What follows belongs to an exercise in optimizing a design on an open flow for small area; a production flow would make more cautious choices. Function was checked by simulation only, so behaviour that the tests miss may differ from the original. Power and IR drop assume default switching activity. The clock port is modelled as an ideal driver; clocking choices that lean on that would not hold on a real chip.

<file path="design/flow/design.v">
module baudPLL(
		input CLK, RST, SET,
		input [31:0] BAUDRATE,
		output reg BAUD_TICK, BAUD_TICK_X32
	);
	reg [31:0] baudrate_reg, baud_left, oversample_left;
	wire [31:0] baudrate_next = SET ? BAUDRATE : baudrate_reg;
	wire baud_hit = (baud_left == 32'd1);
	wire over_hit = (oversample_left == 32'd1);
	always@(posedge CLK or negedge RST) begin
		if (~RST) begin
			baudrate_reg <= 32'd0;
			baud_left <= 32'd1;
			oversample_left <= 32'd0;
			BAUD_TICK <= 1'b0;
			BAUD_TICK_X32 <= 1'b0;
		end else begin
			baudrate_reg <= baudrate_next;
			baud_left <= (SET | baud_hit) ? baudrate_next : baud_left - 32'd1;
			oversample_left <= (SET | over_hit) ? {5'd0, baudrate_next[31:5]} : oversample_left - 32'd1;
			BAUD_TICK <= ~SET & baud_hit;
			BAUD_TICK_X32 <= ~SET & over_hit;
		end
	end
endmodule
module fifo_buffer #(parameter W = 9) (
		input CLK, RST, RD, WR,
		input  [W-1:0] DIN,
		output [W-1:0] RDATA,
		output NOT_EMPTY, FULL
	);
	reg [8:0] wp, rp;
	always@(posedge CLK or negedge RST) begin
		if (~RST) begin
			wp <= 9'd0;
			rp <= 9'd0;
		end else begin
			if (WR) wp <= wp + 9'd1;
			if (RD) rp <= rp + 9'd1;
		end
	end
	wire same = (wp[7:0] == rp[7:0]);
	assign NOT_EMPTY = ~(same & (wp[8] == rp[8]));
	assign FULL = same & (wp[8] != rp[8]);
	wire [W-1:0] term [0:255];
	wire clr_ok = ~FULL | WR;
	genvar i;
	generate
		for (i = 0; i < 256; i = i + 1) begin : word
			wire ws = (wp[7:0] == i);
			wire we = WR & ws;
			wire wc = clr_ok & ws;
			wire rs = (rp[7:0] == i);
			reg [W-1:0] m;
			always@(posedge CLK)
				m <= (m & {W{~wc}}) | (DIN & {W{we}});
			assign term[i] = m & {W{rs}};
		end
	endgenerate
	reg [W-1:0] rd_or;
	integer k;
	always@(*) begin
		rd_or = {W{1'b0}};
		for (k = 0; k < 256; k = k + 1)
			rd_or = rd_or | term[k];
	end
	assign RDATA = rd_or;
endmodule
module rx_fifo #(parameter W = 9) (
		input CLK, RST, RD, WR,
		input  [W-1:0] DIN,
		output [W-1:0] RDATA,
		output NOT_EMPTY
	);
	reg [W-1:0] ring [0:247];
	reg [W-1:0] ob [0:7];
	reg [W-1:0] pend;
	reg pending;
	reg full;              
	reg [7:0] wpp, xpp;    
	reg [2:0] obw, obr;
	reg [3:0] obc;         
	wire ring_empty = (wpp == xpp) & ~full;
	wire room = ~obc[3] | RD;
	wire ext_do = ~ring_empty & ~|xpp[2:0] & room;
	wire pend_ob = pending & ring_empty & room;
	wire direct = WR & ring_empty & ~pending & room;
	wire ob_we = ext_do | pend_ob | direct;
	wire ins = pending & ~pend_ob & ~full & (wpp == 8'd247);
	wire [W-1:0] ext = ring[{xpp[7:3], 3'b000}];
	wire [W-1:0] ob_din = ~ring_empty ? ext : (pending ? pend : DIN);
	assign RDATA = ob[obr];
	assign NOT_EMPTY = |obc;
	always@(posedge CLK) begin
		ring[0] <= ins ? pend : ring[247];
		if (WR) pend <= DIN;
		if (ob_we) ob[obw] <= ob_din;
	end
	genvar i;
	generate
		for (i = 1; i < 248; i = i + 1) begin : rot
			always@(posedge CLK) ring[i] <= ring[i-1];
		end
	endgenerate
	always@(posedge CLK or negedge RST) begin
		if (~RST) begin
			pending <= 1'b0;
			full <= 1'b0;
			wpp <= 8'd0;
			xpp <= 8'd0;
			obw <= 3'd0;
			obr <= 3'd0;
			obc <= 4'd0;
		end else begin
			pending <= (WR & ~direct) | (pending & ~ins & ~pend_ob);
			full <= (full & ~ext_do) | (ins & ~ext_do & (xpp == 8'd246));
			if (~ins) wpp <= (wpp == 8'd247) ? 8'd0 : wpp + 8'd1;
			if (~ext_do) xpp <= (xpp == 8'd247) ? 8'd0 : xpp + 8'd1;
			if (ob_we) obw <= obw + 3'd1;
			if (RD) obr <= obr + 3'd1;
			obc <= obc + {3'd0, ob_we} - {3'd0, RD};
		end
	end
endmodule
module tx_fifo (
		input CLK, RST, RD, WR,
		input  [7:0] DIN,
		output [7:0] RDATA,
		output NOT_EMPTY, FULL
	);
	reg [7:0] ring [0:248];
	reg [7:0] q [0:7];
	reg [7:0] head;
	reg [2:0] qw, qr;
	reg [3:0] qc;          
	reg [7:0] wpp, rpp;    
	reg [8:0] cnt;         
	wire [7:0] qhead = q[qr];
	wire ring_empty = (cnt == {5'd0, qc});
	wire ring_full = (wpp == rpp) & ~ring_empty;
	wire at_ins = (&wpp[2:0]) | (&wpp[7:3]);
	wire aligned = at_ins & ~ring_full;
	wire xfer = (|qc) & aligned;
	wire deq = xfer | (RD & ring_empty);
	wire at_ext = ~|rpp[2:0];
	wire [7:0] ext = ring[{rpp[7:3], 3'b000}];
	assign RDATA = ring_empty ? qhead : (at_ext ? ext : head);
	assign NOT_EMPTY = |cnt;
	assign FULL = cnt[8];
	always@(posedge CLK) begin
		ring[0] <= (ring[248] & {8{~(aligned & (&wpp[7:3]))}}) | (qhead & {8{xfer & (&wpp[7:3])}});
		if (WR) q[qw] <= DIN;
		if (at_ext) head <= ext;
	end
	genvar i;
	generate
		for (i = 1; i < 249; i = i + 1) begin : rot
			if (i % 8 == 0) begin : ins
				always@(posedge CLK)
					ring[i] <= (ring[i-1] & {8{~(aligned & (&wpp[2:0]) & (wpp[7:3] == i / 8 - 1))}}) | (qhead & {8{xfer & (&wpp[2:0]) & (wpp[7:3] == i / 8 - 1)}});
			end else begin : sh
				always@(posedge CLK) ring[i] <= ring[i-1];
			end
		end
	endgenerate
	always@(posedge CLK or negedge RST) begin
		if (~RST) begin
			qw <= 3'd0;
			qr <= 3'd0;
			qc <= 4'd0;
			wpp <= 8'd0;
			rpp <= 8'd0;
			cnt <= 9'd0;
		end else begin
			if (WR) qw <= qw + 3'd1;
			if (deq) qr <= qr + 3'd1;
			qc <= qc + {3'd0, WR} - {3'd0, deq};
			if (~deq) wpp <= (&wpp[7:3]) ? 8'd0 : wpp + 8'd1;
			if (~RD) rpp <= (&rpp[7:3]) ? 8'd0 : rpp + 8'd1;
			cnt <= cnt + {8'd0, WR} - {8'd0, RD};
		end
	end
endmodule
module tx(
		input CLK, BAUD, RST, POP,
		input [7:0] DATA,
		input [1:0] MODE,
		output reg TX,
		output BUSY
	);
	localparam [2:0] tx_idle   = 3'd0,
	                 tx_start  = 3'd1,
	                 tx_send   = 3'd2,
	                 tx_parity = 3'd3,
	                 tx_stop   = 3'd4,
	                 tx_sync   = 3'd5;
	reg [2:0] tx_state;
	reg [7:0] buffer;
	reg [2:0] count;
	assign BUSY = (tx_state != tx_idle);
	always@(posedge CLK)
		if (POP) buffer <= DATA;
	always@(posedge CLK or negedge RST) begin
		if (~RST) begin
			TX <= 1'b1;
			tx_state <= tx_idle;
			count <= 3'b0;
		end else begin
			case (tx_state)
				tx_idle:
					begin
						TX <= 1'b1;
						if (POP) tx_state <= tx_sync;
					end
				tx_sync:
					begin
						TX <= 1'b1;
						if (BAUD) tx_state <= tx_start;
					end
				tx_start:
					begin
						TX <= 1'b0;
						if (BAUD) tx_state <= tx_send;
					end
				tx_send:
					begin
						TX <= buffer[count];
						if (BAUD) begin
							count <= count + 3'd1;
							if (count == 3'd7)
								tx_state <= (MODE == 2'b00) ? tx_stop : tx_parity;
						end
					end
				tx_parity:
					begin
						TX <= (^buffer) ^ (MODE == 2'b01);
						if (BAUD) tx_state <= tx_stop;
					end
				tx_stop:
					begin
						TX <= 1'b1;
						if (BAUD) tx_state <= tx_idle;
					end
				default:
					begin
						TX <= 1'b1;
						tx_state <= tx_idle;
					end
			endcase
		end
	end
endmodule
module rx(
		input CLK, TICK, RST, RX,
		input [1:0] MODE,
		output reg DATA_DONE,
		output reg [7:0] DATA,
		output reg PARITY
	);
	localparam [2:0] rx_idle   = 3'd0,
	                 rx_data   = 3'd1,
	                 rx_parity = 3'd2,
	                 rx_start  = 3'd3,
	                 rx_stop   = 3'd4;
	reg [2:0] rx_state;
	reg [4:0] sample_count;
	reg [2:0] data_buffer_pos;
	wire mid = (sample_count == 5'd16);
	always@(posedge CLK)
		if (TICK & mid & (rx_state == rx_data))
			DATA <= {RX, DATA[7:1]};
	always@(posedge CLK or negedge RST) begin
		if (~RST) begin
			rx_state <= rx_idle;
			sample_count <= 5'b0;
			data_buffer_pos <= 3'b0;
			DATA_DONE <= 1'b0;
			PARITY <= 1'b0;
		end else begin
			DATA_DONE <= 1'b0;
			if (TICK) begin
				sample_count <= sample_count + 5'd1;
				case (rx_state)
					rx_idle:
						if (~RX) begin
							sample_count <= 5'b0;
							data_buffer_pos <= 3'b0;
							rx_state <= rx_start;
						end
					rx_start:
						if (mid) rx_state <= RX ? rx_idle : rx_data;
					rx_data:
						if (mid) begin
							data_buffer_pos <= data_buffer_pos + 3'd1;
							if (data_buffer_pos == 3'd7) begin
								if (MODE == 2'b00) begin
									PARITY <= 1'b0;
									rx_state <= rx_stop;
								end else
									rx_state <= rx_parity;
							end
						end
					rx_parity:
						if (mid) begin
							PARITY <= RX;
							rx_state <= rx_stop;
						end
					rx_stop:
						if (mid) begin
							DATA_DONE <= 1'b1;
							rx_state <= rx_idle;
						end
					default:
						rx_state <= rx_idle;
				endcase
			end
		end
	end
endmodule
module UARTinterface(
		input CLK, RST, WRITE_TO_TX_BUFFER, READ_BUFFER, SET_BR, SET_MODE,
		input [31:0] DATA_IN__CONFIG,
		output [7:0] DATA_OUT,
		output INTERRUPT, BUSY, PARITY,
		input RX,
		output TX
	);
	wire baudclk, baudclkx32;
	baudPLL pll(
		.CLK(CLK),
		.RST(RST),
		.SET(SET_BR),
		.BAUDRATE(DATA_IN__CONFIG),
		.BAUD_TICK(baudclk),
		.BAUD_TICK_X32(baudclkx32)
	);
	reg [1:0] mode;
	always@(posedge CLK or negedge RST) begin
		if (~RST)
			mode <= 2'b0;
		else if (SET_MODE)
			mode <= DATA_IN__CONFIG[1:0];
	end
	wire tx_avail, tx_busy;
	wire [7:0] tx_byte;
	wire tx_pop = tx_avail & ~tx_busy;
	tx_fifo tx_buffer(
		.CLK(CLK),
		.RST(RST),
		.RD(tx_pop),
		.WR(WRITE_TO_TX_BUFFER),
		.DIN(DATA_IN__CONFIG[7:0]),
		.RDATA(tx_byte),
		.NOT_EMPTY(tx_avail),
		.FULL(BUSY)
	);
	tx tx(
		.CLK(CLK),
		.BAUD(baudclk),
		.RST(RST),
		.POP(tx_pop),
		.DATA(tx_byte),
		.MODE(mode),
		.TX(TX),
		.BUSY(tx_busy)
	);
	wire [7:0] rx_byte;
	wire rx_done, rx_parity;
	wire [8:0] rx_word;
	reg  [8:0] current_read;
	rx rx(
		.CLK(CLK),
		.TICK(baudclkx32),
		.RST(RST),
		.RX(RX),
		.MODE(mode),
		.DATA_DONE(rx_done),
		.DATA(rx_byte),
		.PARITY(rx_parity)
	);
	rx_fifo #(.W(9)) rx_buffer(
		.CLK(CLK),
		.RST(RST),
		.RD(READ_BUFFER),
		.WR(rx_done),
		.DIN({rx_parity, rx_byte}),
		.RDATA(rx_word),
		.NOT_EMPTY(INTERRUPT)
	);
	always@(posedge CLK)
		if (READ_BUFFER) current_read <= rx_word;
	assign DATA_OUT = current_read[7:0];
	assign PARITY = current_read[8];
endmodule
</file>
<file path="design/flow/flow/run.sh">
#!/bin/bash
# Layout flow: the standard flow (standard.sh) unchanged, with two settings
# passed through the environment to the ORFS scripts:
#  - ports are buffered with the smallest buffer, sky130_fd_sc_hd__buf_1;
#  - clock tree synthesis does not add dummy loads.
# The whole output of the flow goes to flow_run.log in this folder; each ORFS
# step also keeps its own log under orfs/logs.
set -o pipefail
export BUFFER_PORTS_ARGS="-buffer_cell sky130_fd_sc_hd__buf_1"
export CTS_ARGS="-sink_clustering_enable -repair_clock_nets -dont_use_dummy_load -buf_list sky130_fd_sc_hd__clkbuf_16 -sink_clustering_size 30 -sink_clustering_max_diameter 100"
bash standard.sh > flow_run.log 2>&1
</file>
<file path="design/flow/standard.sh">
#!/bin/bash
# synth_recipe.tcl (not shown) runs the flow's synth.tcl, then flattens the netlist and writes it again
# the make line also repeats each setting of config.mk as NAME=value (left out here)
make -C /OpenROAD-flow-scripts/flow DESIGN_CONFIG=/design/flow/config.mk WORK_HOME=/design/flow/orfs CLKGATE_MAP_FILE= SYNTH_SCRIPT=/design/flow/synth_recipe.tcl "${@:-finish}"
</file>
<file path="design/flow/config.mk">
export PLATFORM = sky130hd
export DESIGN_NAME = UARTinterface
export DESIGN_NICKNAME = UARTinterface
export VERILOG_FILES = /design/flow/design.v
export SDC_FILE = /design/flow/constraint.sdc
export NUM_CORES = 8
export LEC_CHECK = 0
export CAP_MARGIN = 10
export CORE_MARGIN = 2
export CORE_UTILIZATION = 50
export CTS_BUF_LIST = sky130_fd_sc_hd__clkbuf_16
export CTS_CLUSTER_DIAMETER = 100
export CTS_CLUSTER_SIZE = 30
export GPL_TIMING_DRIVEN = 0
export PLACE_DENSITY = 0.65
export SLEW_MARGIN = 10
</file>
<file path="design/flow/constraint.sdc">
create_clock -name core_clock -period 10.0 [get_ports {CLK}]
set_input_delay 2.0000 -clock core_clock [delete_from_list [all_inputs] [get_ports {CLK}]]
set_output_delay 2.0000 -clock core_clock [all_outputs]
set_load 0.01 [all_outputs]
</file>
==> results.yml, run 1 <==
setup_path:
  critPathMaxFanout: 10
  timing.reg2reg.worst_path_depth: 8
  cp_slowest_cell: "buf_1"
  critPathMostFrequentCell: "clkbuf_1"
  required_ns: 10.47
  critical_path.top_delay_family: "buffers and inverters"
  critical_path_max_stage_delay_ns: 0.89
  arrival_ns: 5.35
  worstSetupEndpointType: "register"
  r2r_setup_slk_ns: 5.12
  timing.critical_path.from_type: "register"
  critical_path.cell_chain: "clkbuf_1 -> clkbuf_1 -> buf_1 -> clkbuf_1 -> a31oi_1 -> nand4_1 -> a2111oi_0 -> a21oi_2"
  r2r_end: "rx_buffer.ob[0][1]$_DFFE_PP_"
  worstPathBufferInverterCount: 4
  worstReg2RegStart: "rx_buffer.xpp[5]$_DFFE_PN0N_"
  start_to_end_type_of_the_worst_setup_path: "register to register"
clock_tree:
  clkLatencyLatePin_ns: 0.87
  number_of_gates_given_a_new_drive_strength_after_cts: 0
  cts_made_buffers: 172
  cts_max_level: 4
  cts_setup_buffers: 0
  clock_slew_at_the_register_clock_pins_of_the_worst_setup_and_hold_paths_ns: 0.11
  cts_tree: "done"
  cts.sink_count: 4585
  cts-hold-fix-buffers: 0
  cts_buffer_depth: 3
  cts_root_buffer: "clkbuf_16"
grt:
  grtUsageMet1_pct: 29.6
  first_global_vias: 46100
  global_route.overflow_total: 0
  antenna_found_initial: 17
  grt_first_pass_wirelength_mm: 308
  grt_start_max_net_pins: 36
  gr-usage-met3_pct: 3.73
  busiest_layer: "met1"
  global_route.usage.total_pct: 19.1
  met2_usage_pct: 26.4
outcome:
  status: "finished clean"
drt:
  route.final.wire_length_mm: 214
  route.detailed.wl_per_inst_um: 22.0
  ant_nets: 0
  num_vias: 47800
  drt_pre_antenna_iters: 6
  drcViolationCount: 0
  viasPerCell: 4.92
  drt-initial-drc-count: 4092
layout:
  areaGrowthSynthToFinish_pct: 8.26
  final_util_pct: 54.4
  regMostFlops: "rx_buffer.ring"
  filler_cell_count: 17100
  post_route_cells_drive_above_1_share_pct: 9.95
  largest_register_ff_count: 2232
  biggestRegsByFlops: "rx_buffer.ring (2232), tx_buffer.ring (1992), rx_buffer.ob (72)"
  finalNetCount: 6950
pwr:
  switching_power_mw: 7.16
  power.clock.fraction_pct: 26.7
  p_int_mw: 23.1
  design_power_total_mw: 30.2
  power.switching_fraction_pct: 23.7
  leakage_power_nw: 45.9
  share_comb_of_total_power_pct: 8.7
  sequential_power_share_pct: 64.6
  ir_drop_worst_vdd_mv: 0.136
  cellPowerDensity_nw_per_um2: 257
hold_path:
  worst_hold_startpoint: "tx_buffer.ring[115][1]$_DFF_P_"
  worstHoldEndpoint: "tx_buffer.ring[116][1]$_DFF_P_"
  holdCritPathClass: "register to register"
  hold-path-cell-count: 0
synthesis:
  synth_top_cell_by_area: "dfxtp_1"
  synth_fp_nets: 6674
  synth.top_cells.by_area: "dfxtp_1 78%, edfxtp_1 4.7%, dfrtp_1 4.2%"
  synthesis.yosys.warnings: 8
  synth.avg_cell_area_um2: 16.5
  synth_edf_count: 170
  yosysTopAreaCellShare_pct: 77.9
  synth_cell_types: 81
  synth_most_common_cell: "dfxtp_1"
  gate_count_of_the_mapped_netlist: 6588
  synth_commonest_cells: "4232 x dfxtp_1, 328 x mux2_2, 181 x dfrtp_1"
  post_synth_instance_area_um2: 109000
  sequential_share_of_the_synthesized_area_pct: 86.8
  yosys_register_bits: 4585
  ys_async_sr_fraction_pct: 3.99
  synth-main-ff-cell: "dfxtp_1"
timing:
  max_freq_mhz: 205
  fin_skew_ns: 0.0827
  report.final.setup_viol: 0
  tightest_slew_ns: 1.41
  relSlewSlack_pct: 6.13
  fin_ws_ns: 5.12
  post_route_minimum_period_ns: 4.88
  final_hold_viol_count: 0
  drv_slew: 0
  grt_setup_unrepaired: "false"
  finalCritPeriodShare_pct: 48.8
  tns_ns: 0
placement:
  detailedPlace.worstSlack_ns: 4.73
  dp_hpwl_mm: 146
  port_buffers: 49
  globalplace.congestion: 0.911
floorplanning:
  floorplan.io_pins: 51
  full_die_area_um2: 221000
  placeableCoreArea_um2: 217000
  row_count: 171
  die_w_um: 471
  die_y_um: 471
  start_util_pct: 50.2
job:
  max_cap_violations: 0
==> routing by layer <==
| metal | share of wire (%) | vias up | routed length, um |
|---|---|---|---|
| li1 | - | 22300 | - |
| met1 | 50 | 23700 | 107000 |
| met2 | 40 | 1404 | 85800 |
| met3 | 6.6 | 407 | 14200 |
| met4 | 3.4 | 0 | 7370 |
| met5 | 0 | - | 0 |
==> power groups by stage <==
stage | Clock (mW) | Combinational, mW | Sequential (mW)
final | 8.08 | 2.63 | 19.5
after global routing | 8.88 | 2.80 | 19.6
after CTS | 8.26 | 2.61 | 19.5
after detailed placement | 0 | 2.60 | 19.9
after global placement | 0 | 2.46 | 19.9
after floorplan | 0 | 1.45 | 19.8
==> cell type report <==
type | count | area [um2] | share of cell area (%)
repair buffers | 102 | 906 | 0.769
inverters | 61 | 229 | 0.194
diodes | 8 | 20.0 | 0.0170
well taps | 2854 | 3570 | 3.03
clock buffers | 172 | 4300 | 3.65
plain buffers | 160 | 623 | 0.529
multi-input cells | 1782 | 13700 | 11.7
flip-flops and latches | 4585 | 94400 | 80.1
==> placed cells by master, fill, tap and decap left out, types with 13 or more instances in the layout <==
cell / Yosys / layout
dfxtp_1: 4232 / 4232
mux2_2: 328 / 328
dfrtp_1: 181 / 181
clkbuf_16: 0 / 172
edfxtp_1: 170 / 170
nor2_1: 172 / 147
nand2_1: 143 / 143
nand3_1: 138 / 138
clkbuf_1: 125 / 125
a21oi_1: 95 / 93
xnor2_1: 74 / 74
a22oi_1: 73 / 73
buf_1: 19 / 67
inv_1: 61 / 61
nand4_1: 58 / 58
and3_1: 56 / 56
ha_1: 44 / 44
nor3_1: 47 / 43
o21ai_0: 43 / 42
xor2_1: 41 / 41
a32oi_1: 38 / 38
mux4_2: 36 / 36
nor2_2: 11 / 34
nor4_1: 35 / 31
mux2i_1: 27 / 27
or3_1: 22 / 22
buf_8: 0 / 22
nand2b_1: 21 / 21
a31oi_1: 23 / 21
nor2b_1: 20 / 20
a2111oi_0: 19 / 19
and2_1: 17 / 17
buf_2: 15 / 16
buf_4: 1 / 14
or4_1: 13 / 13
==> worst max path at each step <==
stage               cells past startpoint                              to  slack [ns]                    startpoint
floorplan                               5    rx_buffer.ob[1][0]$_DFFE_PP_        5.99                   READ_BUFFER
global placement                        1  pll.baudrate_reg[12]$_DFF_PN0_       -3.48                           RST
detailed placement                      7    rx_buffer.ob[5][8]$_DFFE_PP_        4.73                   READ_BUFFER
CTS                                     8    rx_buffer.ob[3][0]$_DFFE_PP_        4.81  rx_buffer.xpp[5]$_DFFE_PN0N_
global route                           15      tx_buffer.cnt[8]$_DFF_PN0_        5.25    tx_buffer.cnt[3]$_DFF_PN0_
finish                                  8    rx_buffer.ob[0][1]$_DFFE_PP_        5.12  rx_buffer.xpp[5]$_DFFE_PN0N_
==> through the flow <==
step / instances / hold WS, ns / cell area (um2)
detailed placement: 9540 / 0.312 / 113000
global placement: 9491 / 0.310 / 113000
CTS: 9712 / 0.253 / 118000
finish: 9724 / 0.267 / 118000
floorplan: 6588 / 0.310 / 109000
global route: 9717 / 0.270 / 118000
==> logic make-up (layout without fill, tap and decap cells) <==
logic type      after synthesis  in the layout  share of synthesized area, %
xor+xnor                    115            115                         0.926
mux                         391            391                          4.39
buf+inv                     221            495                         0.783
fa+ha+maj                    47             47                         0.561
other cells                   0              8                             0
flops                      4585           4585                          86.8
simple gates                825            825                          3.97
compound gates              404            404                          2.61
==> inputs of run 2 (changes only) <==
--- a/design/flow/config.mk
+++ b/design/flow/config.mk
@@ -13,3 +13,2 @@
 export CTS_CLUSTER_SIZE = 30
-export GPL_TIMING_DRIVEN = 0
 export PLACE_DENSITY = 0.65
==> run 2 against run 1 <==
Largest cell class unchanged; synthesized area stayed put; worst setup slack better by 0.67 ns; highest routed layer is now met5; sequential share of layout area is 0.48 points higher.
==> results.yml, run 2 <==
clock_tree:
  cts.sink_count: 4585
  cts-hold-fix-buffers: 0
  clock_slew_at_the_register_clock_pins_of_the_worst_setup_and_hold_paths_ns: 0.11
  clkLatencyLatePin_ns: 0.88
  cts_setup_buffers: 0
  cts_made_buffers: 175
  number_of_gates_given_a_new_drive_strength_after_cts: 0
  cts_max_level: 4
  cts_buffer_depth: 3
  cts_root_buffer: "clkbuf_16"
  cts_tree: "done"
synthesis:
  post_synth_instance_area_um2: 109000
  sequential_share_of_the_synthesized_area_pct: 86.8
  synth_commonest_cells: "4232 x dfxtp_1, 328 x mux2_2, 181 x dfrtp_1"
  synth-main-ff-cell: "dfxtp_1"
  synth.avg_cell_area_um2: 16.5
  synth_fp_nets: 6674
  synthesis.yosys.warnings: 8
  synth_top_cell_by_area: "dfxtp_1"
  synth_most_common_cell: "dfxtp_1"
  ys_async_sr_fraction_pct: 3.99
  synth_edf_count: 170
  yosysTopAreaCellShare_pct: 77.9
  yosys_register_bits: 4585
  gate_count_of_the_mapped_netlist: 6588
  synth.top_cells.by_area: "dfxtp_1 78%, edfxtp_1 4.7%, dfrtp_1 4.2%"
  synth_cell_types: 81
layout:
  instances_no_fill: 9592
  post_route_cells_drive_above_1_share_pct: 10.1
  regMostFlops: "rx_buffer.ring"
  finalNetCount: 6809
  filler_cell_count: 17200
  largest_register_ff_count: 2232
  mostFrequentLayoutCell: "dfxtp_1"
  areaGrowthSynthToFinish_pct: 7.61
  final_util_pct: 54.0
  biggestRegsByFlops: "rx_buffer.ring (2232), tx_buffer.ring (1992), rx_buffer.ob (72)"
  leading_cell_types_in_the_layout_fill_and_taps_excluded: "4232 x dfxtp_1, 328 x mux2_2, 180 x dfrtp_1, 175 x clkbuf_16, 170 x edfxtp_1"
outcome:
  status: "finished clean"
hold_path:
  holdCritPathClass: "register to register"
grt:
  first_global_vias: 45100
  antenna_found_initial: 54
  grt_first_pass_wirelength_mm: 311
  grt_start_max_net_pins: 89
  global_route.overflow_total: 0
  global_route.usage.total_pct: 19.5
floorplanning:
  die_y_um: 471
  floorplan.io_pins: 51
  placeableCoreArea_um2: 217000
  die_w_um: 471
  row_count: 171
  start_util_pct: 50.2
  full_die_area_um2: 221000
setup_path:
  required_ns: 10.43
  r2r_end: "rx_buffer.ob[7][2]$_DFFE_PP_"
  start_to_end_type_of_the_worst_setup_path: "register to register"
  timing.critical_path.from_type: "register"
  worstSetupEndpointType: "register"
  crit_start: "rx_buffer.xpp[6]$_DFFE_PN0N_"
  critPathMaxFanout: 21
  timing.reg2reg.worst_path_depth: 8
  r2r_setup_slk_ns: 5.80
  critical_path.endpoint: "rx_buffer.ob[7][2]$_DFFE_PP_"
  arrival_ns: 4.64
  worstReg2RegStart: "rx_buffer.xpp[6]$_DFFE_PN0N_"
placement:
  dp_hpwl_mm: 154
  port_buffers: 50
  globalplace.congestion: 0.952
  dp.cells: 9398
  detailedPlace.worstSlack_ns: 5.36
job:
  max_cap_violations: 0
timing:
  final_hold_viol_count: 0
  grt_setup_unrepaired: "false"
  max_freq_mhz: 238
  post_route_minimum_period_ns: 4.20
  fin_ws_ns: 5.80
  drv_slew: 0
  relSlewSlack_pct: 11.1
  fin_skew_ns: 0.0851
  report.final.setup_viol: 0
  tns_ns: 0
  finalCritPeriodShare_pct: 42.0
  tightest_slew_ns: 1.30
drt:
  ant_nets: 0
  drcViolationCount: 0
  num_vias: 47000
  route.detailed.wl_per_inst_um: 22.8
  drt-initial-drc-count: 4381
  route.final.wire_length_mm: 218
  viasPerCell: 4.90
  drt_pre_antenna_iters: 6
pwr:
  leakage_power_nw: 45.6
  ir_drop_worst_vdd_mv: 0.185
  cellPowerDensity_nw_per_um2: 257
  design_power_total_mw: 30.1
[run 2: changes by cell type in the layout (fill, tap and decap cells not counted), sizes merged]
cell	previous run	this run
clkbuf	298	178
buf	135	115
diode	8	17
dlymetal6s2s	1	0
[run 2: critical path, cell delays in order, from the launching register on]
cell     delay [ns]
dfrtp_1        0.76
buf_4          0.40
or3b_2         0.59
nor2_1         0.44
buf_4          0.26
a22oi_1        0.10
nand2_1        0.12
nor4_1         0.06
a22oi_1        1.05
[run 2: worst min path at each step]
stage,from,endpoint,slack (ns),cells after the start
after global routing,rx_buffer.ring[26][2]$_DFF_P_,rx_buffer.ring[27][2]$_DFF_P_,0.24,0
after floorplan,rx_buffer.ring[99][0]$_DFF_P_,rx_buffer.ring[100][0]$_DFF_P_,0.31,0
after CTS,rx_buffer.ring[26][2]$_DFF_P_,rx_buffer.ring[27][2]$_DFF_P_,0.24,0
after detailed placement,rx_buffer.ring[135][0]$_DFF_P_,rx_buffer.ring[136][0]$_DFF_P_,0.31,0
final,rx_buffer.ring[26][2]$_DFF_P_,rx_buffer.ring[27][2]$_DFF_P_,0.24,0
after global placement,rx_buffer.ring[141][1]$_DFF_P_,rx_buffer.ring[142][1]$_DFF_P_,0.31,0
[run 2: per-stage QoR]
stage | area (um2) | hold slack [ns]
4_1_cts | 117000 | 0.239
3_3_place_gp | 113000 | 0.309
6_report | 117000 | 0.238
5_1_grt | 117000 | 0.236
3_5_place_dp | 113000 | 0.312
2_1_floorplan | 109000 | 0.310
[run 2: layout make-up]
class	instances	area, um2	share of cell area (%)
repair buffers	118	716	0.611
clock buffers	175	4380	3.74
multi-input cells	1782	13800	11.7
inverters	61	229	0.196
diodes	17	42.5	0.0363
flip-flops and latches	4585	94400	80.6
well taps	2854	3570	3.05
[run 2: cell families (layout without fill, tap and decap cells)]
group           after synthesis  in the layout  synth area share (%)
compound gates              404            404                  2.61
fa+ha+maj                    47             47                 0.561
mux                         391            391                  4.39
buf+inv                     221            354                 0.783
other cells                   0             17                     0
xor+xnor                    115            115                 0.926
simple gates                825            825                  3.97
flops                      4585           4585                  86.8
[run 2: layer usage]
| metal | global-route usage [%] | part of all wire, % |
|---|---|---|
| met4 | 4.72 | 2.4 |
| met2 | 27.2 | 40 |
| met3 | 3.71 | 7.2 |
| met1 | 30.9 | 50 |
| met5 | 0 | 0.015 |
[run 2: power by group]
| group | switching, mW | internal [mW] | total [mW] | leakage, nW |
|---|---|---|---|---|
| combinational | 1.59 | 0.761 | 2.35 | 5.68 |
| clock | 4.94 | 3.15 | 8.09 | 2.16 |
| sequential | 0.551 | 19.1 | 19.7 | 37.8 |
| total | 7.08 | 23.1 | 30.1 | 45.6 |
==> inputs of run 3 (changes only) <==
--- a/design/flow/config.mk
+++ b/design/flow/config.mk
@@ -9,3 +9,3 @@
 export CORE_MARGIN = 2
-export CORE_UTILIZATION = 50
+export CORE_UTILIZATION = 45
 export CTS_BUF_LIST = sky130_fd_sc_hd__clkbuf_16
@@ -13,3 +13,3 @@
 export CTS_CLUSTER_SIZE = 30
-export PLACE_DENSITY = 0.65
+export PLACE_DENSITY = 0.6
 export SLEW_MARGIN = 10
==> run 3 against run 2 <==
Still clean on timing, DRC and antenna; clock skew increased by 0.0091 ns; combinational power decreased by 3%; register-to-register slack got worse by 0.20 ns; sequential share of layout area decreased by 0.18 points; die area increased by 11%; sequential power about the same; cell area increased by 0.23%; worst setup slack got worse by 0.20 ns; critical path type unchanged; largest power group unchanged.
==> results.yml, run 3 <==
outcome:
  status: "finished clean"
layout:
  post_route_cells_drive_above_1_share_pct: 9.84
  regMostFlops: "rx_buffer.ring"
  final_design_area_no_fill_um2: 117000
  largest_register_ff_count: 2232
  areaGrowthSynthToFinish_pct: 7.85
  biggestRegsByFlops: "rx_buffer.ring (2232), tx_buffer.ring (1992), rx_buffer.ob (72)"
  final_util_pct: 48.8
  mostFrequentLayoutCell: "dfxtp_1"
  finalNetCount: 6792
  instances_no_fill: 9903
  leading_cell_types_in_the_layout_fill_and_taps_excluded: "4232 x dfxtp_1, 328 x mux2_2, 179 x dfrtp_1, 175 x clkbuf_16, 170 x edfxtp_1"
drt:
  num_vias: 47000
  drt-initial-drc-count: 4482
  ant_nets: 0
  drcViolationCount: 0
  drt_pre_antenna_iters: 7
  route.final.wire_length_mm: 214
  route.detailed.wl_per_inst_um: 21.6
  viasPerCell: 4.75
synthesis:
  synth_commonest_cells: "4232 x dfxtp_1, 328 x mux2_2, 181 x dfrtp_1"
  synth_top_cell_by_area: "dfxtp_1"
  synth.avg_cell_area_um2: 16.5
  synthesis.yosys.warnings: 8
  synth_edf_count: 170
  ys_async_sr_fraction_pct: 3.99
  synth_most_common_cell: "dfxtp_1"
  synth_cell_types: 81
  post_synth_instance_area_um2: 109000
  yosys_register_bits: 4585
  yosysTopAreaCellShare_pct: 77.9
  synth_fp_nets: 6674
  synth-main-ff-cell: "dfxtp_1"
  synth.top_cells.by_area: "dfxtp_1 78%, edfxtp_1 4.7%, dfrtp_1 4.2%"
  sequential_share_of_the_synthesized_area_pct: 86.8
  gate_count_of_the_mapped_netlist: 6588
pwr:
  design_power_total_mw: 30.1
  ir_drop_worst_vdd_mv: 0.286
  cellPowerDensity_nw_per_um2: 256
  leakage_power_nw: 45.5
timing:
  final_hold_viol_count: 0
  finalCritPeriodShare_pct: 44.0
  tns_ns: 0
  report.final.setup_viol: 0
  post_route_minimum_period_ns: 4.40
  fin_skew_ns: 0.0942
  relSlewSlack_pct: 18.1
  grt_setup_unrepaired: "false"
  drv_slew: 0
  tightest_slew_ns: 1.22
  max_freq_mhz: 227
grt:
  antenna_found_initial: 45
  grt_first_pass_wirelength_mm: 306
  global_route.usage.total_pct: 17.2
  grt_start_max_net_pins: 82
  first_global_vias: 44700
  global_route.overflow_total: 0
floorplanning:
  die_y_um: 496
  start_util_pct: 45.2
  placeableCoreArea_um2: 241000
  full_die_area_um2: 246000
  die_w_um: 496
  row_count: 180
  floorplan.io_pins: 51
hold_path:
  worst_hold_startpoint: "tx_buffer.ring[171][4]$_DFF_P_"
  hold-path-cell-count: 0
  worstHoldEndpoint: "tx_buffer.ring[172][4]$_DFF_P_"
  holdCritPathClass: "register to register"
setup_path:
  arrival_ns: 4.82
  r2r_end: "rx_buffer.ob[1][8]$_DFFE_PP_"
  critPathMaxFanout: 23
  worstSetupEndpointType: "register"
  timing.reg2reg.worst_path_depth: 7
  timing.critical_path.from_type: "register"
  worstReg2RegStart: "rx_buffer.xpp[6]$_DFFE_PN0N_"
  r2r_setup_slk_ns: 5.60
  start_to_end_type_of_the_worst_setup_path: "register to register"
  required_ns: 10.42
job:
  max_cap_violations: 0
clock_tree:
  clkLatencyLatePin_ns: 0.87
  clock_slew_at_the_register_clock_pins_of_the_worst_setup_and_hold_paths_ns: 0.12
  cts_setup_buffers: 0
  cts_max_level: 4
  cts-hold-fix-buffers: 0
  cts.sink_count: 4585
  number_of_gates_given_a_new_drive_strength_after_cts: 0
  cts_tree: "done"
  cts_root_buffer: "clkbuf_16"
  cts_made_buffers: 175
  cts_buffer_depth: 3
placement:
  port_buffers: 50
  dpl-instance-area_um2: 113000
  globalplace.congestion: 0.958
  dp.cells: 9713
  dp_hpwl_mm: 148
==> run 3: cell counts after synthesis <==
Identical to the previous run, type by type.
==> run 3: how the worst max path moves through the flow <==
stage / start / end / cells after the start
floorplan: READ_BUFFER / rx_buffer.ob[1][0]$_DFFE_PP_ / 5
global placement: READ_BUFFER / rx_buffer.ob[7][3]$_DFFE_PP_ / 5
detailed placement: READ_BUFFER / rx_buffer.ob[7][5]$_DFFE_PP_ / 5
CTS: rx_buffer.xpp[3]$_DFFE_PN0N_ / rx_buffer.ob[2][4]$_DFFE_PP_ / 7
global route: rx_buffer.xpp[6]$_DFFE_PN0N_ / rx_buffer.ob[1][8]$_DFFE_PP_ / 7
finish: rx_buffer.xpp[6]$_DFFE_PN0N_ / rx_buffer.ob[1][8]$_DFFE_PP_ / 7
==> run 3: metal layers <==
metal	GRT usage [%]	up-vias	share of wire, %
met2	24.5	1400	41
met3	3.53	399	6.9
met4	4.71	4	2.7
li1	-	22000	-
met1	26.4	23200	50
met5	0	-	0.014
==> run 3: cell families after synthesis <==
logic type | count (synthesis) | synth area share (%)
buf+inv | 221 | 0.783
mux | 391 | 4.39
compound gates | 404 | 2.61
fa+ha+maj | 47 | 0.561
flops | 4585 | 86.8
simple gates | 825 | 3.97
xor+xnor | 115 | 0.926
==> run 3: worst max-delay path, cell delays in order (launching register included) <==
cell	delay, ns
dfrtp_1	0.76
buf_4	0.38
or3b_2	0.56
nor2_1	0.88
a22oi_1	0.16
nand4_1	0.18
nor2_1	0.06
a31oi_1	0.96
==> run 3: layout make-up <==
type,instances,area [um2]
Antenna cell,14,35.0
Fill cell,20200,123000
Timing Repair Buffer,101,577
Inverter,61,229
Multi-Input combinational cell,1782,13700
Tap cell,3185,3990
Clock buffer,175,4380
Sequential cell,4585,94400
==> run 3: where the power goes <==
group	switching [mW]	internal [mW]	leakage, nW	total, mW
Clock	4.96	3.15	2.16	8.12
Combinational	1.54	0.741	5.59	2.28
Sequential	0.549	19.1	37.8	19.7
Total	7.05	23.0	45.5	30.1
==> run 3: stage by stage <==
step,hold slack (ns),setup WS [ns]
finish,0.280,5.60
floorplan,0.310,5.99
detailed placement,0.312,5.03
global placement,0.309,5.19
CTS,0.276,5.72
global route,0.278,5.56
==> inputs of run 4 (changes only) <==
--- a/design/flow/design.v
+++ b/design/flow/design.v
@@ -145,3 +145,3 @@
 	wire at_ext = ~|rpp[2:0];
-	wire [7:0] ext = ring[{rpp[7:3], 3'b000}];
+	wire [7:0] ext = ring[{rpp[7:3], 3'b000}] ^ {8{rpp[3]}};
 	assign RDATA = ring_empty ? qhead : (at_ext ? ext : head);
@@ -150,3 +150,3 @@
 	always@(posedge CLK) begin
-		ring[0] <= (ring[248] & {8{~(aligned & (&wpp[7:3]))}}) | (qhead & {8{xfer & (&wpp[7:3])}});
+		ring[0] <= ~((xfer & (&wpp[7:3])) ? ~qhead : ring[248]);
 		if (WR) q[qw] <= DIN;
@@ -159,3 +159,3 @@
 				always@(posedge CLK)
-					ring[i] <= (ring[i-1] & {8{~(aligned & (&wpp[2:0]) & (wpp[7:3] == i / 8 - 1))}}) | (qhead & {8{xfer & (&wpp[2:0]) & (wpp[7:3] == i / 8 - 1)}});
+					ring[i] <= ~((xfer & (&wpp[2:0]) & (wpp[7:3] == i / 8 - 1)) ? ((i / 8) % 2 ? qhead : ~qhead) : ring[i-1]);
 			end else begin : sh
--- a/design/flow/flow/run.sh
+++ b/design/flow/flow/run.sh
@@ -9,3 +9,3 @@
 export BUFFER_PORTS_ARGS="-buffer_cell sky130_fd_sc_hd__buf_1"
-export CTS_ARGS="-sink_clustering_enable -repair_clock_nets -dont_use_dummy_load -buf_list sky130_fd_sc_hd__clkbuf_16 -sink_clustering_size 30 -sink_clustering_max_diameter 100"
+export CTS_ARGS="-sink_clustering_enable -repair_clock_nets -dont_use_dummy_load -buf_list sky130_fd_sc_hd__clkbuf_16 -sink_clustering_size 36 -sink_clustering_max_diameter 70"
 bash standard.sh > flow_run.log 2>&1
--- a/design/flow/config.mk
+++ b/design/flow/config.mk
@@ -9,7 +9,7 @@
 export CORE_MARGIN = 2
-export CORE_UTILIZATION = 45
+export CORE_UTILIZATION = 50
 export CTS_BUF_LIST = sky130_fd_sc_hd__clkbuf_16
-export CTS_CLUSTER_DIAMETER = 100
-export CTS_CLUSTER_SIZE = 30
-export PLACE_DENSITY = 0.6
+export CTS_CLUSTER_DIAMETER = 70
+export CTS_CLUSTER_SIZE = 36
+export PLACE_DENSITY = 0.65
 export SLEW_MARGIN = 10
==> run 4 against run 3 <==
Still clean on timing, DRC and antenna; utilization up 5.3 points; fmax decreased by 7.5%; final cell count fell by 4.3%; global-route usage is 0.62 points higher; first-iteration DRC count fell by 17%; wire length decreased by 6.5%; sequential share of layout area increased by 0.81 points; cell area down 0.99%; critical path depth is 2 lower; clock skew up 0.024 ns; synthesized cell count fell by 1.5%; total power is 1.2% lower.
==> results.yml, run 4 <==
outcome:
  status: "finished clean"
drt:
  route.final.wire_length_mm: 200
  drt-initial-drc-count: 3734
  route.detailed.wl_per_inst_um: 21.1
  viasPerCell: 4.82
  drt_pre_antenna_iters: 6
  ant_nets: 0
  drcViolationCount: 0
  num_vias: 45700
synthesis:
  synth.top_cells.by_area: "dfxtp_1 78%, edfxtp_1 4.7%, dfrtp_1 4.2%"
  yosys_register_bits: 4585
  synth_most_common_cell: "dfxtp_1"
  synth_edf_count: 170
  sequential_share_of_the_synthesized_area_pct: 87.2
  synthesis.yosys.warnings: 8
  synth_commonest_cells: "4232 x dfxtp_1, 328 x mux2i_1, 181 x dfrtp_1"
  gate_count_of_the_mapped_netlist: 6486
  synth_fp_nets: 6572
  yosysTopAreaCellShare_pct: 78.3
  synth_top_cell_by_area: "dfxtp_1"
  post_synth_instance_area_um2: 108000
  synth_cell_types: 82
  ys_async_sr_fraction_pct: 3.99
  synth.avg_cell_area_um2: 16.7
  synth-main-ff-cell: "dfxtp_1"
floorplanning:
  placeableCoreArea_um2: 215000
  full_die_area_um2: 220000
  die_y_um: 469
  start_util_pct: 50.4
  die_w_um: 469
  row_count: 170
  floorplan.io_pins: 51
setup_path:
  timing.critical_path.from_type: "input pin"
  r2r_setup_slk_ns: 5.30
  critical_path.endpoint: "rx_buffer.ob[4][6]$_DFFE_PP_"
  r2r_end: "rx_buffer.ob[4][6]$_DFFE_PP_"
  start_to_end_type_of_the_worst_setup_path: "input pin to register"
  crit_start: "READ_BUFFER"
  arrival_ns: 5.16
  worstSetupEndpointType: "register"
  timing.reg2reg.worst_path_depth: 6
  critPathMaxFanout: 14
  required_ns: 10.41
  worstReg2RegStart: "rx_buffer.xpp[6]$_DFFE_PN0N_"
hold_path:
  holdCritPathClass: "register to register"
clock_tree:
  cts_max_level: 4
  cts_made_buffers: 164
  cts_buffer_depth: 3
  number_of_gates_given_a_new_drive_strength_after_cts: 0
  cts_tree: "done"
  cts_root_buffer: "clkbuf_16"
  clkLatencyLatePin_ns: 0.87
  cts-hold-fix-buffers: 0
  cts.sink_count: 4585
  cts_setup_buffers: 0
  clock_slew_at_the_register_clock_pins_of_the_worst_setup_and_hold_paths_ns: 0.11
placement:
  globalplace.congestion: 0.950
  dpl-instance-area_um2: 112000
  port_buffers: 50
  dp_hpwl_mm: 132
timing:
  report.final.setup_viol: 0
  drv_slew: 0
  fin_skew_ns: 0.118
  grt_setup_unrepaired: "false"
  max_freq_mhz: 210
  finalCritPeriodShare_pct: 47.6
  final_hold_viol_count: 0
  tns_ns: 0
  relSlewSlack_pct: 18.8
  post_route_minimum_period_ns: 4.76
  tightest_slew_ns: 1.21
job:
  max_cap_violations: 0
pwr:
  leakage_power_nw: 45.5
  ir_drop_worst_vdd_mv: 0.215
  cellPowerDensity_nw_per_um2: 256
layout:
  biggestRegsByFlops: "rx_buffer.ring (2232), tx_buffer.ring (1992), rx_buffer.ob (72)"
  final_design_area_no_fill_um2: 116000
  leading_cell_types_in_the_layout_fill_and_taps_excluded: "4232 x dfxtp_1, 320 x mux2i_1, 176 x dfrtp_1, 170 x edfxtp_1, 164 x clkbuf_16"
  multiInputGateArea_um2: 13100
  largest_register_ff_count: 2232
  post_route_cells_drive_above_1_share_pct: 6.23
  areaGrowthSynthToFinish_pct: 7.38
  mostFrequentLayoutCell: "dfxtp_1"
  finalNetCount: 6717
  filler_cell_count: 17000
  regMostFlops: "rx_buffer.ring"
  seqCellArea_um2: 94400
grt:
  global_route.usage.total_pct: 17.8
  grt_first_pass_wirelength_mm: 290
  global_route.overflow_total: 0
  antenna_found_initial: 12
  first_global_vias: 44500
  grt_start_max_net_pins: 161
==> run 4: changes by cell type in the layout (fill, tap and decap cells not counted), moves of 25 or more <==
cell / delta
mux2i_1: +293
mux2_2: -269
nand4_1: -34
nand3_1: -33
a22o_1: +32
a32oi_1: -26
and3_1: -26
nor2_1: -26
a221oi_1: +25
==> run 4: layer usage <==
| metal | GRT usage [%] | part of all wire, % | up-vias |
|---|---|---|---|
| met5 | 0 | 0.0070 | - |
| met1 | 25.0 | 47 | 22600 |
| met2 | 28.1 | 45 | 1081 |
| met4 | 6.25 | 3.6 | 2 |
| met3 | 2.98 | 4.9 | 344 |
| li1 | - | - | 21600 |
==> run 4: stage by stage <==
step | utilization (%) | power, mW | setup slack (ns) | std cells | hold WS [ns]
5_1_grt | 54.1 | 30.7 | 5.05 | 9468 | 0.242
6_report | 54.1 | 29.7 | 5.24 | 9476 | 0.220
3_3_place_gp | 52.2 | 22.2 | 4.68 | 9302 | 0.310
4_1_cts | 54.1 | 30.0 | 5.37 | 9466 | 0.220
3_5_place_dp | 52.2 | 22.3 | 4.50 | 9302 | 0.312
2_1_floorplan | - | 21.0 | 6.08 | 6486 | 0.310
==> run 4: logic make-up after synthesis <==
| logic type | after synthesis | synth area share [%] |
|---|---|---|
| DFF | 4585 | 87.2 |
| adders and majority gates | 47 | 0.564 |
| xor gates and xnor gates | 114 | 0.923 |
| muxes | 424 | 4.42 |
| AOI/OAI and AO/OA | 423 | 2.80 |
| buffers and inverters | 218 | 0.804 |
| and+or+nand+nor | 675 | 3.26 |
==> run 4: final cells by class <==
cell class | instances | share of cell area [%]
flip-flops and latches | 4585 | 81.2
multi-input cells | 1683 | 11.3
clock buffers | 164 | 3.53
well taps | 2838 | 3.06
repair buffers | 117 | 0.607
inverters | 80 | 0.258
diodes | 9 | 0.0194
==> run 4: how the worst min path moves through the flow <==
| stage | slack [ns] | depth (start not counted) | to | startpoint |
|---|---|---|---|---|
| after detailed placement | 0.31 | 0 | rx_buffer.ring[103][0]$_DFF_P_ | rx_buffer.ring[102][0]$_DFF_P_ |
| after global placement | 0.31 | 0 | tx_buffer.ring[42][7]$_DFF_P_ | tx_buffer.ring[41][7]$_DFF_P_ |
| after floorplan | 0.31 | 0 | rx_buffer.ring[100][0]$_DFF_P_ | rx_buffer.ring[99][0]$_DFF_P_ |
| final | 0.22 | 0 | rx_buffer.ring[76][4]$_DFF_P_ | rx_buffer.ring[75][4]$_DFF_P_ |
| after CTS | 0.22 | 0 | rx_buffer.ring[76][4]$_DFF_P_ | rx_buffer.ring[75][4]$_DFF_P_ |
| after global routing | 0.24 | 0 | rx_buffer.ring[76][4]$_DFF_P_ | rx_buffer.ring[75][4]$_DFF_P_ |
==> run 4: power by group <==
part / switching, mW / total (mW) / internal, mW
logic: 1.54 / 2.27 / 0.728
clock network: 4.89 / 7.86 / 2.97
registers: 0.477 / 19.6 / 19.1
==> run 4: critical path, cell delays in order <==
cell	delay, ns
buf_1	0.53
nor2_1	0.25
a211oi_1	0.96
nand2b_1	0.35
nor3b_1	1.06
==> inputs of run 5 (changes only) <==
--- a/design/flow/flow/run.sh
+++ b/design/flow/flow/run.sh
@@ -9,3 +9,3 @@
 export BUFFER_PORTS_ARGS="-buffer_cell sky130_fd_sc_hd__buf_1"
-export CTS_ARGS="-sink_clustering_enable -repair_clock_nets -dont_use_dummy_load -buf_list sky130_fd_sc_hd__clkbuf_16 -sink_clustering_size 36 -sink_clustering_max_diameter 70"
+export CTS_ARGS="-sink_clustering_enable -repair_clock_nets -dont_use_dummy_load -buf_list sky130_fd_sc_hd__clkbuf_16 -sink_clustering_size 33 -sink_clustering_max_diameter 90"
 bash standard.sh > flow_run.log 2>&1
--- a/design/flow/config.mk
+++ b/design/flow/config.mk
@@ -11,4 +11,4 @@
 export CTS_BUF_LIST = sky130_fd_sc_hd__clkbuf_16
-export CTS_CLUSTER_DIAMETER = 70
-export CTS_CLUSTER_SIZE = 36
+export CTS_CLUSTER_DIAMETER = 90
+export CTS_CLUSTER_SIZE = 33
 export PLACE_DENSITY = 0.65
==> run 5 against run 4 <==
Hold slack better by 0.042 ns; cell area is essentially flat; clock power about the same; register-to-register slack improved by 0.08 ns; wire length barely moved; global-route usage hardly changed; critical path type unchanged; largest cell class unchanged; highest routed layer is now met4.
==> results.yml, run 5 <==
outcome:
  status: "finished clean"
setup_path:
  required_ns: 10.41
  timing.critical_path.from_type: "input pin"
  worstPathBufferInverterCount: 1
  worstSetupEndpointType: "register"
  start_to_end_type_of_the_worst_setup_path: "input pin to register"
  arrival_ns: 5.10
  critPathMaxFanout: 14
  critical_path.top_delay_family: "simple AND/OR/NAND/NOR gates"
  critical_path.cell_chain: "buf_1 -> nor2_1 -> a211oi_1 -> nand2b_1 -> nor3b_1"
  cp_slowest_cell: "nor3b_1"
  critical_path_max_stage_delay_ns: 1.03
synthesis:
  synth_commonest_cells: "4232 x dfxtp_1, 328 x mux2i_1, 181 x dfrtp_1"
  synth.avg_cell_area_um2: 16.7
  yosysTopAreaCellShare_pct: 78.3
  synth.top_cells.by_area: "dfxtp_1 78%, edfxtp_1 4.7%, dfrtp_1 4.2%"
  synth_edf_count: 170
  synth-main-ff-cell: "dfxtp_1"
  synth_top_cell_by_area: "dfxtp_1"
  yosys_register_bits: 4585
  synthesis.yosys.warnings: 8
  ys_async_sr_fraction_pct: 3.99
  synth_cell_types: 82
  synth_most_common_cell: "dfxtp_1"
  synth_fp_nets: 6572
  sequential_share_of_the_synthesized_area_pct: 87.2
  gate_count_of_the_mapped_netlist: 6486
  post_synth_instance_area_um2: 108000
drt:
  ant_nets: 0
  drt-initial-drc-count: 3621
  route.final.wire_length_mm: 199
  drcViolationCount: 0
  num_vias: 45500
  drt_pre_antenna_iters: 8
  viasPerCell: 4.80
  route.detailed.wl_per_inst_um: 21.1
layout:
  biggestRegsByFlops: "rx_buffer.ring (2232), tx_buffer.ring (1992), rx_buffer.ob (72)"
  largest_register_ff_count: 2232
  areaGrowthSynthToFinish_pct: 7.32
  regMostFlops: "rx_buffer.ring"
  finalNetCount: 6715
  post_route_cells_drive_above_1_share_pct: 6.20
  leading_cell_types_in_the_layout_fill_and_taps_excluded: "4232 x dfxtp_1, 320 x mux2i_1, 176 x dfrtp_1, 170 x edfxtp_1, 162 x clkbuf_16"
  mostFrequentLayoutCell: "dfxtp_1"
  instances_no_fill: 9469
pwr:
  sequential_power_share_pct: 66.0
  leakage_power_nw: 45.4
  power.clock.fraction_pct: 26.4
  power.switching_fraction_pct: 23.3
  ir_drop_worst_vdd_mv: 0.206
  switching_power_mw: 6.91
  cellPowerDensity_nw_per_um2: 256
  p_int_mw: 22.8
  share_comb_of_total_power_pct: 7.6
grt:
  global_route.usage.total_pct: 17.8
  grt_first_pass_wirelength_mm: 291
  grt_start_max_net_pins: 161
  global_route.overflow_total: 0
  first_global_vias: 44500
  antenna_found_initial: 13
timing:
  tns_ns: 0
  relSlewSlack_pct: 19.2
  max_freq_mhz: 213
  finalCritPeriodShare_pct: 46.9
  tightest_slew_ns: 1.18
  fin_skew_ns: 0.108
  grt_setup_unrepaired: "false"
  post_route_minimum_period_ns: 4.69
  drv_slew: 0
  final_hold_viol_count: 0
  fin_ws_ns: 5.31
  report.final.setup_viol: 0
floorplanning:
  die_w_um: 469
  die_y_um: 469
  placeableCoreArea_um2: 215000
  start_util_pct: 50.4
  floorplan.io_pins: 51
  full_die_area_um2: 220000
  row_count: 170
hold_path:
  holdCritPathClass: "register to register"
clock_tree:
  cts_buffer_depth: 3
  cts.sink_count: 4585
  cts_root_buffer: "clkbuf_16"
  cts-hold-fix-buffers: 0
  cts_max_level: 4
  cts_setup_buffers: 0
  clock_slew_at_the_register_clock_pins_of_the_worst_setup_and_hold_paths_ns: 0.11
  clkLatencyLatePin_ns: 0.88
  cts_tree: "done"
  number_of_gates_given_a_new_drive_strength_after_cts: 0
  cts_made_buffers: 162
placement:
  dp.cells: 9302
  port_buffers: 50
  detailedPlace.worstSlack_ns: 4.50
  dp_hpwl_mm: 132
  globalplace.congestion: 0.950
job:
  max_cap_violations: 0
run 5: cell counts after synthesis:
No cell type changed its count.
run 5: power by group through the flow:
stage	registers [mW]	logic, mW	clock network (mW)
global route	19.7	2.39	8.65
CTS	19.6	2.29	8.04
floorplan	19.7	1.30	0
finish	19.6	2.27	7.83
global placement	20.0	2.23	0
detailed placement	20.0	2.28	0
run 5: cells by family after synthesis:
group	after synthesis	synth area share, %
flops	4585	87.2
compound gates	423	2.80
mux	424	4.42
simple gates	675	3.26
xor+xnor	114	0.923
buf+inv	218	0.804
fa+ha+maj	47	0.564
run 5: through the flow:
step / area [um2] / util (%) / hold slack [ns] / total power, mW
after floorplan: 108000 / - / 0.310 / 21.0
after global placement: 112000 / 52.2 / 0.310 / 22.2
after detailed placement: 112000 / 52.2 / 0.312 / 22.3
after CTS: 116000 / 54.0 / 0.256 / 29.9
after global routing: 116000 / 54.1 / 0.253 / 30.7
final: 116000 / 54.1 / 0.262 / 29.7
run 5: worst paths after layout:
kind                            cells past startpoint                        endpoint  slack (ns)                           start
worst max-delay path                                5    rx_buffer.ob[4][2]$_DFFE_PP_        5.31                     READ_BUFFER
worst min-delay path                                0  rx_buffer.ring[179][4]$_DFF_P_        0.26  rx_buffer.ring[178][4]$_DFF_P_
worst max register to register                      6    rx_buffer.ob[4][2]$_DFFE_PP_        5.38    rx_buffer.xpp[6]$_DFFE_PN0N_
worst min register to register                      0  rx_buffer.ring[179][4]$_DFF_P_        0.26  rx_buffer.ring[178][4]$_DFF_P_
max in group asynchronous                           2    rx_buffer.obr[0]$_DFFE_PN0P_        7.54                             RST
min in group asynchronous                           1    tx_buffer.wpp[7]$_DFFE_PN0P_        1.11                             RST
run 5: layer usage:
layer,track usage [%],vias to the layer above,wire length (um)
li1,-,21600,-
met2,28.1,973,89800
met4,6.22,0,7140
met5,0,-,0
met3,2.92,343,8770
met1,25.0,22500,93700
run 5: layout make-up:
type / count / area, um2
Clock buffer: 162 / 4050
Tap cell: 2838 / 3550
Sequential cell: 4585 / 94400
Multi-Input combinational cell: 1683 / 13100
Antenna cell: 4 / 10.0
Fill cell: 17000 / 98700
Timing Repair Buffer: 117 / 706
Inverter: 80 / 300
==> inputs of run 6 (changes only) <==
--- a/design/flow/flow/run.sh
+++ b/design/flow/flow/run.sh
@@ -9,3 +9,3 @@
 export BUFFER_PORTS_ARGS="-buffer_cell sky130_fd_sc_hd__buf_1"
-export CTS_ARGS="-sink_clustering_enable -repair_clock_nets -dont_use_dummy_load -buf_list sky130_fd_sc_hd__clkbuf_16 -sink_clustering_size 33 -sink_clustering_max_diameter 90"
+export CTS_ARGS="-sink_clustering_enable -repair_clock_nets -dont_use_dummy_load -buf_list sky130_fd_sc_hd__buf_12 -sink_clustering_size 30 -sink_clustering_max_diameter 100"
 bash standard.sh > flow_run.log 2>&1
--- a/design/flow/config.mk
+++ b/design/flow/config.mk
@@ -11,4 +11,4 @@
 export CTS_BUF_LIST = sky130_fd_sc_hd__clkbuf_16
-export CTS_CLUSTER_DIAMETER = 90
-export CTS_CLUSTER_SIZE = 33
+export CTS_CLUSTER_DIAMETER = 100
+export CTS_CLUSTER_SIZE = 30
 export PLACE_DENSITY = 0.65
==> run 6 against run 5 <==
Still clean; utilization fell by 0.27 points; flip-flop and latch count did not move; first-iteration DRC count increased by 1.2%; total power is 0.30% lower.
==> results.yml, run 6 <==
placement:
  dpl-instance-area_um2: 112000
  globalplace.congestion: 0.950
  port_buffers: 50
  dp.cells: 9302
  dp_hpwl_mm: 132
  detailedPlace.worstSlack_ns: 4.50
synthesis:
  synth_top_cell_by_area: "dfxtp_1"
  post_synth_instance_area_um2: 108000
  synth_commonest_cells: "4232 x dfxtp_1, 328 x mux2i_1, 181 x dfrtp_1"
  synth-main-ff-cell: "dfxtp_1"
  synth.top_cells.by_area: "dfxtp_1 78%, edfxtp_1 4.7%, dfrtp_1 4.2%"
  synth_most_common_cell: "dfxtp_1"
  yosys_register_bits: 4585
  synth_cell_types: 82
  synth_fp_nets: 6572
  synth.avg_cell_area_um2: 16.7
  ys_async_sr_fraction_pct: 3.99
  yosysTopAreaCellShare_pct: 78.3
  synthesis.yosys.warnings: 8
  sequential_share_of_the_synthesized_area_pct: 87.2
  synth_edf_count: 170
  gate_count_of_the_mapped_netlist: 6486
layout:
  largest_register_ff_count: 2232
  regMostFlops: "rx_buffer.ring"
  mostFrequentLayoutCell: "dfxtp_1"
  biggestRegsByFlops: "rx_buffer.ring (2232), tx_buffer.ring (1992), rx_buffer.ob (72)"
  finalNetCount: 6727
  final_design_area_no_fill_um2: 116000
  post_route_cells_drive_above_1_share_pct: 6.37
  areaGrowthSynthToFinish_pct: 6.79
  filler_cell_count: 17100
  leading_cell_types_in_the_layout_fill_and_taps_excluded: "4232 x dfxtp_1, 320 x mux2i_1, 176 x dfrtp_1, 175 x buf_12, 170 x edfxtp_1"
  instances_no_fill: 9481
grt:
  antenna_found_initial: 12
  grt_start_max_net_pins: 161
  global_route.overflow_total: 0
  first_global_vias: 44700
  grt_first_pass_wirelength_mm: 291
  global_route.usage.total_pct: 17.8
drt:
  ant_nets: 0
  num_vias: 45700
  route.final.wire_length_mm: 200
  route.detailed.wl_per_inst_um: 21.1
  drt-initial-drc-count: 3664
  viasPerCell: 4.82
  drt_pre_antenna_iters: 6
  drcViolationCount: 0
pwr:
  leakage_power_nw: 45.1
  cellPowerDensity_nw_per_um2: 256
  ir_drop_worst_vdd_mv: 0.234
  design_power_total_mw: 29.6
timing:
  max_freq_mhz: 216
  tightest_slew_ns: 1.26
  report.final.setup_viol: 0
  finalCritPeriodShare_pct: 46.3
  fin_ws_ns: 5.37
  grt_setup_unrepaired: "false"
  final_hold_viol_count: 0
  relSlewSlack_pct: 13.6
  tns_ns: 0
  fin_skew_ns: 0.119
  drv_slew: 0
  post_route_minimum_period_ns: 4.63
clock_tree:
  cts_made_buffers: 174
  cts-hold-fix-buffers: 0
  clock_slew_at_the_register_clock_pins_of_the_worst_setup_and_hold_paths_ns: 0.11
  cts_max_level: 4
  cts_setup_buffers: 0
  clkLatencyLatePin_ns: 0.82
  cts_root_buffer: "buf_12"
  cts.sink_count: 4585
  cts_tree: "done"
  cts_buffer_depth: 3
  number_of_gates_given_a_new_drive_strength_after_cts: 0
setup_path:
  timing.critical_path.from_type: "input pin"
  arrival_ns: 5.05
  required_ns: 10.42
  worstSetupEndpointType: "register"
  start_to_end_type_of_the_worst_setup_path: "input pin to register"
  critPathMaxFanout: 14
hold_path:
  holdCritPathClass: "register to register"
floorplanning:
  full_die_area_um2: 220000
  die_w_um: 469
  start_util_pct: 50.4
  row_count: 170
  die_y_um: 469
  placeableCoreArea_um2: 215000
  floorplan.io_pins: 51
outcome:
  status: "finished clean"
job:
  max_cap_violations: 0
[run 6: cell counts after synthesis]
Identical to the previous run, type by type.
[run 6: cell type report]
class / count / area, um2 / area share, %
Antenna cell: 4 / 10.0 / 0.00866
Clock buffer: 174 / 3480 / 3.01
Inverter: 80 / 300 / 0.260
Multi-Input combinational cell: 1683 / 13100 / 11.3
Sequential cell: 4585 / 94400 / 81.7
Tap cell: 2838 / 3550 / 3.07
Timing Repair Buffer: 117 / 706 / 0.611
[run 6: power by group]
| part | switching [mW] | internal (mW) | total (mW) |
|---|---|---|---|
| Sequential | 0.474 | 19.1 | 19.6 |
| Clock | 5.03 | 2.72 | 7.75 |
| Combinational | 1.54 | 0.728 | 2.27 |
[run 6: final timing paths]
kind                                                 from                              to  slack (ns)  cells past startpoint
setup / recovery                              READ_BUFFER    rx_buffer.ob[4][2]$_DFFE_PP_        5.37                      5
hold / removal             rx_buffer.ring[178][4]$_DFF_P_  rx_buffer.ring[179][4]$_DFF_P_        0.24                      0
setup reg to reg             rx_buffer.xpp[6]$_DFFE_PN0N_    rx_buffer.ob[4][2]$_DFFE_PP_        5.46                      6
hold reg to reg            rx_buffer.ring[178][4]$_DFF_P_  rx_buffer.ring[179][4]$_DFF_P_        0.24                      0
max in group asynchronous                             RST    rx_buffer.obr[0]$_DFFE_PN0P_        7.53                      2
min in group asynchronous                             RST    tx_buffer.wpp[0]$_DFFE_PN0P_        1.16                      1
[run 6: critical path, cell delays in order]
cell and delay [ns]:
buf_1 0.52, nor2_1 0.25, a211oi_1 0.91, nand2b_1 0.33, nor3b_1 1.04
[run 6: cell families (layout without fill, tap and decap cells)]
kind of cell               Yosys count  in the layout  synth area share, %
adders and majority gates           47             47                0.564
xor gates and xnor gates           114            114                0.923
other                                0              4                    0
AOI/OAI and AO/OA                  423            423                 2.80
buffers and inverters              218            371                0.804
muxes                              424            424                 4.42
DFF                               4585           4585                 87.2
and+or+nand+nor                    675            675                 3.26
[run 6: per-stage QoR]
| step | utilization, % | hold WS [ns] |
|---|---|---|
| floorplan | - | 0.310 |
| global placement | 52.2 | 0.310 |
| detailed placement | 52.2 | 0.312 |
| CTS | 53.8 | 0.246 |
| global route | 53.8 | 0.241 |
| finish | 53.8 | 0.239 |
[run 6: metal layers]
metal	up-vias	GRT usage (%)	routed length (um)
met5	-	0	0
met4	0	5.98	7060
met3	377	2.94	9220
met2	1008	28.2	90000
met1	22600	25.1	93600
li1	21600	-	-

==> afterwards: timing with drivers on the ports <==
Ports are ideal in the flow. The routed layouts listed here were re-timed in OpenROAD. Step 1, drivers: a clkbuf_16 drives CLK and a buf_2 each remaining input, both assumed. Step 2, shift: input delay + t, output delay - t, t = (earliest + latest rising clock arrival at the registers) / 2. This alone moves slack from input paths to output paths. Three values: ideal ports, drivers, drivers and shift; two values: the first two.
run | t (ns) | setup WS [ns] | worst setup path after step 2
run 1 | 0.909 | 5.122 / 5.122 / 4.816 | input to register
run 2 | 0.911 | 5.796 / 5.796 / 5.463 | input to register
run 3 | 0.905 | 5.598 / 5.598 / 5.065 | input to register
run 4 | 0.881 | 5.242 / 5.302 / 4.424 | input to register
run 5 | 0.889 | 5.307 / 5.371 / 4.482 | input to register
run 6 | 0.842 | 5.370 / 5.435 / 4.593 | input to register
After both steps every run listed still meets setup and hold. For run 5, which loses most, drivers alone change the setup slack by +0.064 ns; drivers and shift together by -0.825 ns.
